This is an optimization exercise on Yosys and OpenROAD, whose aim is small area, not a production implementation. In this exercise RTL edits were held to simulation tests only and were not proved equivalent to the original.

==> inputs of run a <==
## Motor_Controller
module Motor_Controller
#(
parameter
      CLK_FREQUENCY     = 8'd4,       
      PWM_PERIOD        = 16'd2016,   
      SPEED_CTRL_PERIOD = 16'd2       
)
(
    input in_rst_n,
    input in_clk,
    input in_module_en,
    input in_fwd_dir,
    input in_PID_passby,
    input in_phA,
    input in_phB,
    input [15:0] in_speed_set,
    output reg [15:0] out_cur_speed,
    input [15:0] in_kp_param,
    input [15:0] in_ki_param,
    input [15:0] in_pid_out_max,
    input [15:0] in_pid_out_min,
    input [31:0] in_pid_ui_limit,
    output reg out_reg_PWMdir,
    output out_w_PWM
);
localparam CW = (PWM_PERIOD > 16'd8192) ? 15 : (PWM_PERIOD > 16'd4096) ? 13 :
                (PWM_PERIOD > 16'd2048) ? 12 : (PWM_PERIOD > 16'd1024) ? 11 :
                (PWM_PERIOD > 16'd512) ? 10 : (PWM_PERIOD > 16'd256) ? 9 :
                (PWM_PERIOD > 16'd128) ? 8 : (PWM_PERIOD > 16'd64) ? 7 :
                (PWM_PERIOD > 16'd32) ? 6 : 5;
localparam [CW-1:0] LAST = PWM_PERIOD - 1;
localparam [2:0] P0F = 3'b000, P1 = 3'b001, P2 = 3'b011, P3 = 3'b010,
                 P4 = 3'b110, P5 = 3'b111, P6 = 3'b101, P0 = 3'b100;
reg [2:0] st;
wire idle = (st == P0F) | (st == P0);
wire s_p1 = (st == P1);
wire s_p2 = (st == P2);
wire s_p4 = (st == P4);
wire s_p5 = (st == P5);
wire spe;
always @(posedge in_clk) begin
    if (!in_rst_n) st <= P0F;
    else case (st)
        P0F, P0: if (in_module_en) st <= P1;
        P1: st <= P2;
        P2: st <= P3;
        P3: st <= P4;
        P4: st <= P5;
        P5: st <= P6;
        P6: if (spe) st <= P0;
        default: st <= P0F;
    endcase
end
reg [1:0] ph;             
reg [CW-1:0] count;       
reg started;              
wire tick = (ph == 2'd1);
wire [CW:0] cc;           
wire [CW-1:0] cnext;
assign cc[0] = tick;
genvar i;
generate for (i = 0; i < CW; i = i + 1) begin : g_cnt
    assign cnext[i] = count[i] ^ cc[i];
    assign cc[i+1] = count[i] & cc[i];
end endgenerate
wire czero = ~in_rst_n | (tick & ((count & LAST) == LAST));
always @(posedge in_clk) begin
    if (!in_rst_n) begin
        ph <= 2'd0;
        started <= 1'b0;
    end else begin
        ph <= ph + 2'd1;
        if (tick) started <= 1'b1;
    end
    count <= czero ? {CW{1'b0}} : cnext;
end
assign spe = started & tick & (count == {CW{1'b0}});
  ...
export LEC_CHECK = 0
export CAP_MARGIN = 20
export CORE_MARGIN = 2
export CORE_UTILIZATION = 40
export CTS_BUF_LIST = sky130_fd_sc_hd__clkbuf_4 sky130_fd_sc_hd__clkbuf_8
export SLEW_MARGIN = 20
export SYNTH_HIERARCHICAL = 1
create_clock -name core_clock -period 10.0 [get_ports {in_clk}]
standard.sh (not shown) runs the stock make flow with config.mk's settings and CLKGATE_MAP_FILE= SYNTH_SCRIPT=/design/flow/synth_recipe.tcl, a recipe that flattens the netlist after the stock synthesis.
==> flow/flow/run.sh <==
#!/bin/bash
# Own layout flow:
#  1. the standard synthesis (standard.sh synth);
#  2. three more syntheses of the same RTL that differ only in ABC's script or
#     in SYNTH_HIERARCHICAL, each in its own folder;
#  3. flow/choose.py keeps a netlist only if its flip-flops are exactly the
#     standard synthesis's (same cells, renamed to the standard names), puts
#     each through flow/polopt.py (inverter clean-up around full adders, gate
#     polarity twins) and takes the smallest;
#  4. the standard layout of that netlist, with the smallest port buffer.
set -euo pipefail
W=$(pwd)
R=$W/orfs/results/$FLOW_PLATFORM/Motor_Controller/base
LIB=$FLOW_HOME/platforms/$FLOW_PLATFORM/lib/sky130_fd_sc_hd__tt_025C_1v80.lib
bash standard.sh synth > $W/synth.log 2>&1
cp $R/1_2_yosys.v $W/1_2_yosys.std.v
alts=()
i=0
for v in "ABC_AREA=1" "SYNTH_HIERARCHICAL=0" "SYNTH_HIERARCHICAL=0 ABC_AREA=1"; do
  i=$((i+1))
  sed "s#$W/orfs#$W/alt$i#g" standard.sh > $W/alt$i.sh
  ( bash $W/alt$i.sh $v synth > $W/alt$i.log 2>&1 || true ) &
  alts+=("$W/alt$i/results/$FLOW_PLATFORM/Motor_Controller/base/1_2_yosys.v")
done
wait
python3 $W/flow/choose.py $LIB $R/1_2_yosys.v $W/1_2_yosys.std.v "${alts[@]}" > $W/choose.log 2>&1
rm -f $R/1_synth.odb
bash standard.sh 'BUFFER_PORTS_ARGS=-buffer_cell sky130_fd_sc_hd__buf_1' finish > $W/layout.log 2>&1
==> flow/flow/choose.py <==
#!/usr/bin/env python3
"""Pick the smallest of several synthesis netlists of the same RTL.

usage: choose.py liberty out.v ref.v [alt.v ...]
ref.v is bench's standard synthesis. An alternative is used only if it has
exactly the same flip-flops (output net, cell type); its flip-flop instances
are renamed to the names the standard synthesis gave them. Each netlist is
first put through polopt.py; the one with the least cell area is written."""
import re, sys, subprocess, os

lib, out, ref = sys.argv[1], sys.argv[2], sys.argv[3]
alts = sys.argv[4:]
here = os.path.dirname(os.path.abspath(__file__))
libtxt = open(lib).read()
AREA = {m.group(1): float(m.group(3)) for m in re.finditer(
    r'cell \("(sky130_fd_sc_hd__\w+)"\)\s*\{(.*?)\n\s*area\s*:\s*([\d.]+)', libtxt, re.S)}
cell_re = re.compile(r'^(\s*)(sky130_fd_sc_hd__\w+)\s+(\\\S+\s|\S+)\s*\((.*?)\);\n', re.M | re.S)
FF = re.compile(r'sky130_fd_sc_hd__(df|edf|sdf|dl)\w*$')

def parse(text):
    cells = []
    for m in cell_re.finditer(text):
        pins = dict((p, n.strip()) for p, n in re.findall(r'\.(\w+)\(\s*(.*?)\s*\)\s*(?:,|$)', m.group(4), re.S))
        cells.append((m.group(2), m.group(3).strip(), pins, m.span(3)))
    return cells

def area(text):
    return sum(AREA.get(t, 0.0) for t, n, p, s in parse(text))

def flops(cells):
    # instance name -> (type, output net)
    return {n: (t, p.get('Q', p.get('Q_N'))) for t, n, p, s in cells if FF.match(t)}

reft = open(ref).read()
refff = flops(parse(reft))
refq = {q: n for n, (t, q) in refff.items()}
cands = [('standard', ref, reft)]
for a in alts:
    if not os.path.exists(a):
        print('%s: missing' % a)
        continue
    t = open(a).read()
    cells = parse(t)
    ff = flops(cells)
    ren = {}
    ok = len(ff) == len(refff)
    for n, (typ, q) in ff.items():
        want = n if n in refff else refq.get(q)
        if want is None or refff[want][0] != typ:
            ok = False
            break
        if want != n:
            ren[n] = want
    if not ok or len(set(ren.values()) | (set(ff) - set(ren))) != len(refff):
        print('%s: flip-flops differ from the standard synthesis, not used' % a)
        continue
    names = set(n for _, n, _, _ in cells)
    spans = []
    for typ, n, pins, span in cells:
        if n in ren:
            spans.append((span, ren[n]))
        elif n in set(ren.values()):
            k = 0
            while '%s_c%d' % (n.lstrip('\\'), k) in names:
                k += 1
            spans.append((span, '%s_c%d' % (n.lstrip('\\'), k)))
    for (s, e), new in sorted(spans, reverse=True):
        if new.startswith('\\') or re.search(r'[^\w]', new):
            new = '\\' + new.lstrip('\\')
        t = t[:s] + new + ' ' + t[e:]
    chk = flops(parse(t))
    assert set(chk) == set(refff) and all(chk[n][0] == refff[n][0] for n in refff), 'rename failed'
    fn = a + '.ren.v'
    open(fn, 'w').write(t)
    cands.append((os.path.basename(os.path.dirname(a)) or a, fn, t))
best = None
for name, fn, t in cands:
    pfn = fn + '.pol.v'
    r = subprocess.run([sys.executable, os.path.join(here, 'polopt.py'), fn, pfn, lib], capture_output=True, text=True)
    if r.returncode != 0:
        print('%s: polopt failed: %s' % (name, r.stderr[-500:]))
        continue
    a0 = area(t)
    a1 = area(open(pfn).read())
    print('%s (%s): area %.1f, after polopt %.1f; %s' % (name, fn, a0, a1, r.stdout.strip()))
    if best is None or a1 < best[0] - 1e-6:
        best = (a1, name, pfn)
print('chosen: %s, %.1f' % (best[1], best[0]))
open(out, 'w').write(open(best[2]).read())
Other scripts of this flow, unchanged in this note and not shown: flow/flow/polopt.py
==> run b (differences from run a) <==
==> flow/flow/run.sh (replaced) <==
#!/bin/bash
# Own layout flow: the standard synthesis, then a signal-polarity clean-up of
# the mapped netlist (flow/polopt.py: removes inverters around full adders and
# picks inverted/non-inverted gate twins), then the standard layout of that
# netlist, with the smallest buffer on the ports.
set -euo pipefail
W=$(pwd)
R=$W/orfs/results/$FLOW_PLATFORM/Motor_Controller/base
LIB=$FLOW_HOME/platforms/$FLOW_PLATFORM/lib/sky130_fd_sc_hd__tt_025C_1v80.lib
bash standard.sh synth > $W/synth.log 2>&1
cp $R/1_2_yosys.v $W/1_2_yosys.std.v
python3 $W/flow/polopt.py $W/1_2_yosys.std.v $R/1_2_yosys.v $LIB > $W/polopt.log 2>&1
rm -f $R/1_synth.odb
bash standard.sh 'BUFFER_PORTS_ARGS=-buffer_cell sky130_fd_sc_hd__buf_1' finish > $W/layout.log 2>&1
removed: flow/flow/choose.py
==> summary.md <==
| Metric | Value |
|---|---|
| CP endpoint | `t16[4]$_DFFE_PP_` |
| Area-dominant class | `multi-input combinational cells` |
| PortBufs | `136` |
| Reg2reg setup slack | `0.32 ns` |
| GR Util met3 | `4.02%` |
| GRT Resource Usage Total | `24.7%` |
| Worst hold slack | `0.369 ns` |
| Boundary pin count | `137` |
| Synth warnings | `7` |
| Clk cell area share | `1.72%` |
| Routed len/inst | `21.4 um` |
| Status | `finished clean` |
| Pre-CTS setup slack | `-0.145 ns` |
| Gpl congestion | `0.961` |
| CTS H-Tree Depth | `4` |
| R2R Path End | `t16[4]$_DFFE_PP_` |
| Reg2Reg Depth | `29` |
| Inst Count DP | `2730` |
| Unrepaired setup endpoints after global routing | `false` |
(the above is from run b)
==> summary.md <==
| Metric | Value |
|---|---|
| GR Util met3 | `4.02%` |
| CTS H-Tree Depth | `4` |
| Pre-CTS setup slack | `-0.145 ns` |
| CP endpoint | `t16[4]$_DFFE_PP_` |
| R2R Path End | `t16[4]$_DFFE_PP_` |
| Gpl congestion | `0.961` |
| Routed len/inst | `21.4 um` |
| GRT Resource Usage Total | `24.7%` |
| Clk cell area share | `1.72%` |
| Reg2Reg Depth | `29` |
| Inst Count DP | `2730` |
| Reg2reg setup slack | `0.32 ns` |
| Area-dominant class | `multi-input combinational cells` |
| Status | `finished clean` |
| Synth warnings | `7` |
(the above is from run a)

==> afterwards: timing with drivers on the ports <==
The results above use ideal ports. As a check the final layouts listed here were re-extracted and re-timed, cells and wires unchanged. Step 1, drivers: a clkbuf_16 drives in_clk and a buf_2 each remaining input, both assumed. Step 2 times the ports against the registers' clock, not the clock port: input delays grow and output delays shrink by t, the midpoint of the rising clock arrivals with the driver on. Three values: ideal ports, drivers, drivers and shift; two values: the first two.
run | t, ns | setup WS [ns] | slew at the worst register clock pin (ns)
run a | 0.531 | 0.319 / 0.319 / -0.107 | 0.10 / 0.10
run b | 0.531 | 0.319 / 0.319 / -0.107 | 0.10 / 0.10
Met with ideal ports but missed after step 2: setup timing in run a and run b.
